This design comes from an exercise in tuning for a short achievable clock period and few clock cycles on the open sky130 flow, not from production work.
Only simulation tests tie the RTL to the original design; equivalence was not proved.
No activity file was given, so power comes from the tool's default toggle rates.

==> v9: inputs <==
## LC3Core
module LC3Core(
  input         clock,
  input         reset,
  output [15:0] io_mem_raddr,
  input  [15:0] io_mem_rdata,
  output [15:0] io_mem_waddr,
  output [15:0] io_mem_wdata,
  output        io_mem_wen,
  output        io_kb_ready,
  input         io_kb_valid,
  input  [7:0]  io_kb_bits,
  input         io_disp_ready,
  output        io_disp_valid,
  output [7:0]  io_disp_bits,
  output        io_end
);
clock: 10.0 ns
lec_check: 0
abc_clock_period_in_ps: 3000
cap_margin: 20
core_margin: 2
core_utilization: 50
slew_margin: 20
standard.sh (not shown) runs the stock make flow with config.mk's settings and CLKGATE_MAP_FILE= SYNTH_SCRIPT=/design/flow/synth_recipe.tcl, a recipe that flattens the netlist after the stock synthesis.
==> flow/flow/run.sh <==
#!/bin/bash
# Standard ORFS layout (the standard.sh, unchanged synthesis), with the
# timing repair aiming well below the clock period: repair_timing keeps
# working until the setup slack reaches the margin given here.
set -uo pipefail
bash standard.sh SETUP_SLACK_MARGIN=7 finish > standard_flow.log 2>&1
==> v34: changes against v9 <==
--- a/flow/design.v
+++ b/flow/design.v
@@ -56,22 +56,19 @@
   reg         stip;        
   reg         tvp;         
   reg         prev_nz;     
   reg         end1;
   reg  [15:0] waddr_q, wdata_q;
   reg         wen_q;
   reg  [15:0] KBSR, KBDR, DDR, DSR;
   reg         disp_v;
-  reg  rst;
-  always @(posedge clock) rst <= reset;
   wire [15:0] rdata_eff = dev_a ? dev_val : io_mem_rdata;
   wire        arr_instr = (tag_a == T_INSTR);
   wire        arr_ldata = (tag_a == T_LDATA);
-  wire        ld_wr;
   wire [15:0] inst = qi0;
   wire [3:0]  op   = inst[15:12];
   wire [2:0]  iA   = inst[8:6];
   wire [2:0]  iB   = inst[2:0];
   wire [2:0]  iC   = inst[11:9];
   function [15:0] rsel(input [2:0] i, input [15:0] r0, input [15:0] r1, input [15:0] r2,
                        input [15:0] r3, input [15:0] r4, input [15:0] r5, input [15:0] r6,
                        input [15:0] r7);
@@ -110,28 +107,29 @@
       c = p ^ k;                  
       co = g | (p & c);           
       sum_eq = ~c[0] & (co[14:0] == c[15:1]);
     end
   endfunction
   function [15:0] inc16(input [15:0] a);
     inc16 = add16(a, 16'h0, 1'b1);
   endfunction
-  reg  [15:0] rA, rB, rC;
-  reg         opv;         
+  wire [15:0] rA = rsel(iA, R0, R1, R2, R3, R4, R5, R6, R7);
+  wire [15:0] rB = rsel(iB, R0, R1, R2, R3, R4, R5, R6, R7);
+  wire [15:0] rC = rsel(iC, R0, R1, R2, R3, R4, R5, R6, R7);
   wire [15:0] off5   = {{11{inst[4]}}, inst[4:0]};
   wire [15:0] off6   = {{10{inst[5]}}, inst[5:0]};
   wire [15:0] off9   = {{7{inst[8]}}, inst[8:0]};
   wire [15:0] pcn    = qn0;
   wire [15:0] pcoff  = add16(qn0, off9, 1'b0);
   wire [15:0] pcoff1 = add16(qn0, off9, 1'b1);
   wire [15:0] pcn1   = inc16(qn0);
   wire [15:0] rA1    = inc16(rA);
   wire [15:0] boff   = add16(rA, off6, 1'b0);
-  wire [15:0] opb    = rB;
+  wire [15:0] opb    = inst[5] ? off5 : rB;
   wire [15:0] alu    = (op == 4'h1) ? add16(rA, opb, 1'b0) :
                        (op == 4'h5) ? (rA & opb) : ~rA;
   wire        cN = ccv[15];
   wire        cZ = ~|ccv;
   wire        cP = ~cN & ~cZ;
   wire        is_br  = (op == 4'h0);
   wire        taken  = is_br & ((inst[11] & cN) | (inst[10] & cZ) | (inst[9] & cP));
   wire is_alu  = (op == 4'h1) | (op == 4'h5) | (op == 4'h9);
@@ -144,28 +142,27 @@
   wire is_jmp  = (op == 4'hC) | (op == 4'h4);
   wire is_trp  = (op == 4'hF);
   wire is_zero = (inst == 16'h0);
   wire is_end  = is_zero & prev_nz;
   wire is_mem  = is_ld | is_ldi | is_st | is_sti | is_trp | is_zero;
   wire uses_A = is_alu | (op == 4'h6) | (op == 4'h7) | is_jmp;
   wire uses_B = ((op == 4'h1) | (op == 4'h5)) & ~inst[5];
   wire uses_C = is_st | is_sti;
-  wire needs_ops = uses_A | uses_B | uses_C;
   wire reads_pd = (uses_A & (iA == pend_dst)) | (uses_B & (iB == pend_dst)) |
                   (uses_C & (iC == pend_dst));
   wire dep_ld = (reads_pd & ~kill_rf) | (is_br & ~kill_cc);
   wire shadow_ok = (is_alu | is_lea) & ~dep_ld;
   reg  sm_hit;                                     
   wire sm_now   = wen_q & qv[0] & (waddr_q == qa0);
   wire sm_flush = sm_hit | sm_now;
   wire pt_bad   = qt[0] & ~is_br;      
   wire ld_block  = ldp & (arr_ldata ? dep_ld : ~shadow_ok);
   wire sti_block = stip;
-  wire ex        = qv[0] & (opv | ~needs_ops) & ~end1 & ~ld_block & ~sti_block & ~sm_flush & ~pt_bad;
+  wire ex        = qv[0] & ~end1 & ~ld_block & ~sti_block & ~sm_flush & ~pt_bad;
   wire refetch   = ~end1 & ~tvp & (sm_flush | (qv[0] & pt_bad));
   wire ex_end    = ex & is_end;
   wire ex_live   = ex & ~is_end;
   wire mispred   = is_br & (taken ^ qt[0]);
   wire redirect  = ex_live & (mispred | is_jmp);
   wire [15:0] rd_tgt  = taken ? pcoff  : is_jmp ? rA  : pcn;
   wire [15:0] rd_tgt1 = taken ? pcoff1 : is_jmp ? rA1 : pcn1;
   wire ex_trap   = ex_live & is_trp;
@@ -179,21 +176,24 @@
   wire        cc_ex  = ex_live & (is_alu | is_lea);
   wire h0 = bv[0] & (btag0 == fp);
   wire h1 = bv[1] & (btag1 == fp);
   wire h2 = bv[2] & (btag2 == fp);
   wire h3 = bv[3] & (btag3 == fp);
   wire bhit = h0 | h1 | h2 | h3;
   wire [1:0]  bidx = h3 ? 2'd3 : h2 ? 2'd2 : h1 ? 2'd1 : 2'd0;
   wire [15:0] btgt = h3 ? btgt3 : h2 ? btgt2 : h1 ? btgt1 : btgt0;
-  wire w_a = arr_instr, w_p = (tag_p == T_INSTR);
-  wire fr1 = ~qv[QN-1], fr2 = ~qv[QN-2], fr3 = ~qv[QN-3];
-  wire occ_lt = (~w_a & ~w_p & fr1) | ((w_a ^ w_p) & fr2) | (w_a & w_p & fr3);
-  wire occ_eq = (~w_a & ~w_p & ~fr1) | ((w_a ^ w_p) & fr1 & ~fr2) | (w_a & w_p & fr2 & ~fr3);
-  wire room = occ_lt | (occ_eq & ex);
+  reg  [3:0] qcnt;
+  integer ci;
+  always @(*) begin
+    qcnt = 4'd0;
+    for (ci = 0; ci < QN; ci = ci + 1) qcnt = qcnt + {3'b0, qv[ci]};
+  end
+  wire [3:0] occ  = qcnt + {3'b0, arr_instr} + {3'b0, (tag_p == T_INSTR)};
+  wire room = (occ < QN) | ((occ == QN) & ex);
   reg  [15:0] ra_n, fp_n;
   reg  [2:0]  tag_n;
   reg         pt_n;
   reg  [1:0]  bi_n;
   always @(*) begin
     ra_n  = ra;
     tag_n = T_NONE;
     pt_n  = 1'b0;
@@ -210,17 +210,17 @@
     end else if (redirect) begin
       ra_n = rd_tgt; tag_n = T_INSTR; fp_n = rd_tgt1;
     end else if (room & ~tvp & ~end1) begin
       ra_n = fp; tag_n = T_INSTR; pt_n = bhit; bi_n = bidx;
       fp_n = bhit ? btgt : inc16(fp);
     end
   end
   always @(posedge clock) begin
-    if (rst) begin
+    if (reset) begin
       ra    <= 16'h3001;
       tag_p <= T_INSTR;
       pt_p  <= 1'b0;
       bi_p  <= 2'd0;
       ra_a  <= 16'h0;
       tag_a <= T_NONE;
       pt_a  <= 1'b0;
       bi_a  <= 2'd0;
@@ -236,62 +236,58 @@
       ra_a  <= ra;
       tag_a <= (flush_q & (tag_p == T_INSTR)) ? T_NONE : tag_p;
       pt_a  <= pt_p;
       bi_a  <= bi_p;
       dev_a   <= (ra == 16'hFE00) | (ra == 16'hFE02) | (ra == 16'hFE04);
       dev_val <= (ra == 16'hFE00) ? KBSR : (ra == 16'hFE02) ? KBDR : DSR;
     end
   end
+  wire [3:0]  pos = qcnt - {3'b0, ex};
   wire        app = arr_instr & ~flush_q;
   wire [15:0] ra_a1 = inc16(ra_a);
-  wire [QN:0] qv_x = {1'b0, qv};               
-  wire [QN:0] qv_p = {qv, 1'b1};               
   integer qj;
   always @(posedge clock) begin
-    if (rst) begin
+    if (reset) begin
       qv <= {QN{1'b0}};
       qt <= {QN{1'b0}};
       qi <= {16*QN{1'b0}};
       qa <= {16*QN{1'b0}};
       qn <= {16*QN{1'b0}};
       qb <= {2*QN{1'b0}};
+    end else if (flush_q) begin
+      qv <= {QN{1'b0}};
     end else begin
       for (qj = 0; qj < QN; qj = qj + 1) begin
-        if (ex) begin
-          if (qj < QN - 1 && qv_x[qj + 1]) begin
+        if (app && pos == qj) begin
+          qv[qj] <= 1'b1;
+          qt[qj] <= pt_a;
+          qi[16*qj +: 16] <= io_mem_rdata;
+          qa[16*qj +: 16] <= ra_a;
+          qn[16*qj +: 16] <= ra_a1;
+          qb[2*qj +: 2]   <= bi_a;
+        end else if (ex) begin
+          if (qj == QN - 1) begin
+            qv[qj] <= 1'b0;
+            qt[qj] <= 1'b0;
+          end else begin
+            qv[qj] <= qv[qj + 1];
             qt[qj] <= qt[qj + 1];
             qi[16*qj +: 16] <= qi[16*(qj+1) +: 16];
             qa[16*qj +: 16] <= qa[16*(qj+1) +: 16];
             qn[16*qj +: 16] <= qn[16*(qj+1) +: 16];
             qb[2*qj +: 2]   <= qb[2*(qj+1) +: 2];
-          end else begin
-            qt[qj] <= pt_a;
-            qi[16*qj +: 16] <= io_mem_rdata;
-            qa[16*qj +: 16] <= ra_a;
-            qn[16*qj +: 16] <= ra_a1;
-            qb[2*qj +: 2]   <= bi_a;
-          end
-          qv[qj] <= ~flush_q & (qv_x[qj + 1] | (arr_instr & qv[qj]));
-        end else begin
-          if (!qv[qj]) begin
-            qt[qj] <= pt_a;
-            qi[16*qj +: 16] <= io_mem_rdata;
-            qa[16*qj +: 16] <= ra_a;
-            qn[16*qj +: 16] <= ra_a1;
-            qb[2*qj +: 2]   <= bi_a;
           end
-          qv[qj] <= ~flush_q & (qv[qj] | (arr_instr & qv_p[qj]));
         end
       end
     end
   end
   wire [15:0] br_addr = qa0;
   always @(posedge clock) begin
-    if (rst) begin
+    if (reset) begin
       bv  <= 4'b0000;
       brr <= 2'd0;
       btag0 <= 16'h0; btag1 <= 16'h0; btag2 <= 16'h0; btag3 <= 16'h0;
       btgt0 <= 16'h0; btgt1 <= 16'h0; btgt2 <= 16'h0; btgt3 <= 16'h0;
     end else begin
       if (wen_q) begin
         if (btag0 == waddr_q) bv[0] <= 1'b0;
         if (btag1 == waddr_q) bv[1] <= 1'b0;
@@ -315,17 +311,17 @@
   reg sm_other;
   always @(*) begin
     sm_other = (arr_instr & (waddr_q == ra_a)) | ((tag_p == T_INSTR) & (waddr_q == ra));
     for (hj = 1; hj < QN; hj = hj + 1)
       sm_other = sm_other | (qv[hj] & (waddr_q == qa[16*hj +: 16]));
   end
   wire st_hit = wen_q & sm_other;
   always @(posedge clock) begin
-    if (rst) begin
+    if (reset) begin
       ccv      <= 16'h0;
       xpc      <= 16'h3001;
       ldp      <= 1'b0;
       kill_rf  <= 1'b0;
       kill_cc  <= 1'b0;
       pend_dst <= 3'd0;
       stip     <= 1'b0;
       tvp      <= 1'b0;
@@ -367,64 +363,35 @@
       end else if (ex_live & is_sti) begin
         wdata_q <= rC;
       end else if (tag_a == T_SPTR) begin
         wen_q   <= 1'b1;
         waddr_q <= rdata_eff;
       end
     end
   end
-  wire [15:0] inst1 = qi[31:16];
-  wire        nxt1  = ex;
-  wire        wr_if = ~is_end & (is_alu | is_lea | is_lnk);    
-  function [15:0] opnd(input [2:0] i, input wfwd, input [15:0] r0, input [15:0] r1,
-                       input [15:0] r2, input [15:0] r3, input [15:0] r4, input [15:0] r5,
-                       input [15:0] r6, input [15:0] r7);
-    opnd = (wfwd & (wr_dst == i)) ? wr_val :
-           (ld_wr & (pend_dst == i)) ? rdata_eff : rsel(i, r0, r1, r2, r3, r4, r5, r6, r7);
-  endfunction
-  wire [15:0] fA = nxt1 ? opnd(inst1[8:6],  wr_if, R0, R1, R2, R3, R4, R5, R6, R7)
-                        : opnd(iA,          1'b0,  R0, R1, R2, R3, R4, R5, R6, R7);
-  wire [15:0] fB = nxt1 ? (inst1[5] ? {{11{inst1[4]}}, inst1[4:0]}
-                                    : opnd(inst1[2:0], wr_if, R0, R1, R2, R3, R4, R5, R6, R7))
-                        : (inst[5] ? off5 : opnd(iB, 1'b0, R0, R1, R2, R3, R4, R5, R6, R7));
-  wire [15:0] fC = nxt1 ? opnd(inst1[11:9], wr_if, R0, R1, R2, R3, R4, R5, R6, R7)
-                        : opnd(iC,          1'b0,  R0, R1, R2, R3, R4, R5, R6, R7);
-  always @(posedge clock) begin
-    if (rst) begin
-      rA  <= 16'h0;
-      rB  <= 16'h0;
-      rC  <= 16'h0;
-      opv <= 1'b0;
-    end else begin
-      rA  <= fA;
-      rB  <= fB;
-      rC  <= fC;
-      opv <= ~flush_q & (nxt1 ? qv[1] : qv[0]);
-    end
-  end
-  assign ld_wr = arr_ldata & ~kill_rf;
+  wire ld_wr = arr_ldata & ~kill_rf;
   always @(posedge clock) begin
-    if (rst) begin
+    if (reset) begin
       R0 <= 16'h0; R1 <= 16'h0; R2 <= 16'h0; R3 <= 16'h0;
       R4 <= 16'h0; R5 <= 16'h0; R6 <= 16'h0; R7 <= 16'h0;
     end else begin
       if (wr_ex & (wr_dst == 3'd0)) R0 <= wr_val; else if (ld_wr & (pend_dst == 3'd0)) R0 <= rdata_eff;
       if (wr_ex & (wr_dst == 3'd1)) R1 <= wr_val; else if (ld_wr & (pend_dst == 3'd1)) R1 <= rdata_eff;
       if (wr_ex & (wr_dst == 3'd2)) R2 <= wr_val; else if (ld_wr & (pend_dst == 3'd2)) R2 <= rdata_eff;
       if (wr_ex & (wr_dst == 3'd3)) R3 <= wr_val; else if (ld_wr & (pend_dst == 3'd3)) R3 <= rdata_eff;
       if (wr_ex & (wr_dst == 3'd4)) R4 <= wr_val; else if (ld_wr & (pend_dst == 3'd4)) R4 <= rdata_eff;
       if (wr_ex & (wr_dst == 3'd5)) R5 <= wr_val; else if (ld_wr & (pend_dst == 3'd5)) R5 <= rdata_eff;
       if (wr_ex & (wr_dst == 3'd6)) R6 <= wr_val; else if (ld_wr & (pend_dst == 3'd6)) R6 <= rdata_eff;
       if (wr_ex & (wr_dst == 3'd7)) R7 <= wr_val; else if (ld_wr & (pend_dst == 3'd7)) R7 <= rdata_eff;
     end
   end
   wire kb_fire = io_kb_valid & ~KBSR[15];
   always @(posedge clock) begin
-    if (rst) begin
+    if (reset) begin
       KBSR   <= 16'h0;
       KBDR   <= 16'h0;
       DDR    <= 16'h0;
       DSR    <= 16'h0;
       disp_v <= 1'b0;
     end else begin
       if (kb_fire) KBDR <= {8'h0, io_kb_bits};
       if (wen_q & (waddr_q == 16'hFE00)) KBSR <= wdata_q;
@@ -433,13 +400,13 @@
       disp_v <= wen_q & (waddr_q == 16'hFE06);
       DSR <= {io_disp_ready, 15'h0};
     end
   end
   assign io_mem_raddr  = ra;
   assign io_mem_waddr  = waddr_q;
   assign io_mem_wdata  = wdata_q;
   assign io_mem_wen    = wen_q;
-  assign io_kb_ready   = ~KBSR[15] & ~rst;
+  assign io_kb_ready   = ~KBSR[15];
   assign io_disp_valid = disp_v;
   assign io_disp_bits  = DDR[7:0];
   assign io_end        = end1;
 endmodule
==> flow/flow/run.sh (replaced) <==
#!/bin/bash
# Standard ORFS layout (the standard.sh, unchanged synthesis), with the
# timing repair aiming well below the clock period: repair_timing keeps
# working until the setup slack reaches the margin given here.
set -uo pipefail
bash standard.sh SETUP_SLACK_MARGIN=6.5 finish > standard_flow.log 2>&1
Settings changed: CORE_UTILIZATION 50 to 40.
==> summary.txt <==
- Against v9, the wire length of v34 is smaller by about 20%.
- Between v34 and v9, the lower synthesized cell count is in v34 (gap about 18%, measured against v9).
- Against v34, the fmax of v9 is larger by 22%.
- v9 completed without violations. v34 completed with no timing, DRC or antenna violations.
- Against v9, the non-clock buffer count of v34 is lower by 86.
- Of v9 and v34, v34 has the higher total power (gap 3.7%, measured against v34).
==> figures <==
	v9	v34
Run status	timing/DRC/antenna clean	timing/DRC/antenna clean
Register-to-Register Path Depth	10	16
R2R Path End	ra[2]	qn[61]
Fraction of power spent switching nets	0.423	0.422
Cells after DPL	7184	6212
Int Pwr	7.08 mW	7.36 mW
Antenna Cells	9	5
Die width	311 um	322 um
Combinational logic power	5.58 mW	6.62 mW
Die H	311 um	322 um
Global Route met1 Usage	0.574	0.453
Testbench counts of v9, summed over its fixed seeds: cycles 46,135.
Testbench counts of v34, summed over its fixed seeds: cycles 44,737.

==> static timing again, ports no longer ideal <==
How much do the figures lean on ideal ports? The routed layouts below were timed once more, with nothing changed but the port constraints. Step 1 assumes that a clkbuf_16 drives the clock port and a buf_2 every other input. Step 2 times the ports against the registers' clock, not the clock port: input delays grow and output delays shrink by t, the midpoint of the rising clock arrivals with the driver on. a / b / c = no drivers / after step 1 / after step 2; a / b = the first two.
run | shift t [ns] | setup WS [ns] | hold slack, ns
v9 | 0.772 | 6.686 / 6.605 / 6.076 | 0.428 / 0.428 / 0.428
v34 | 0.728 | 5.942 / 5.942 / 5.665 | 0.448 / 0.448 / 0.448
After both steps setup and hold are still met in every run listed. For v9, which loses most, drivers alone change the setup slack by -0.081 ns; drivers and shift together by -0.610 ns.
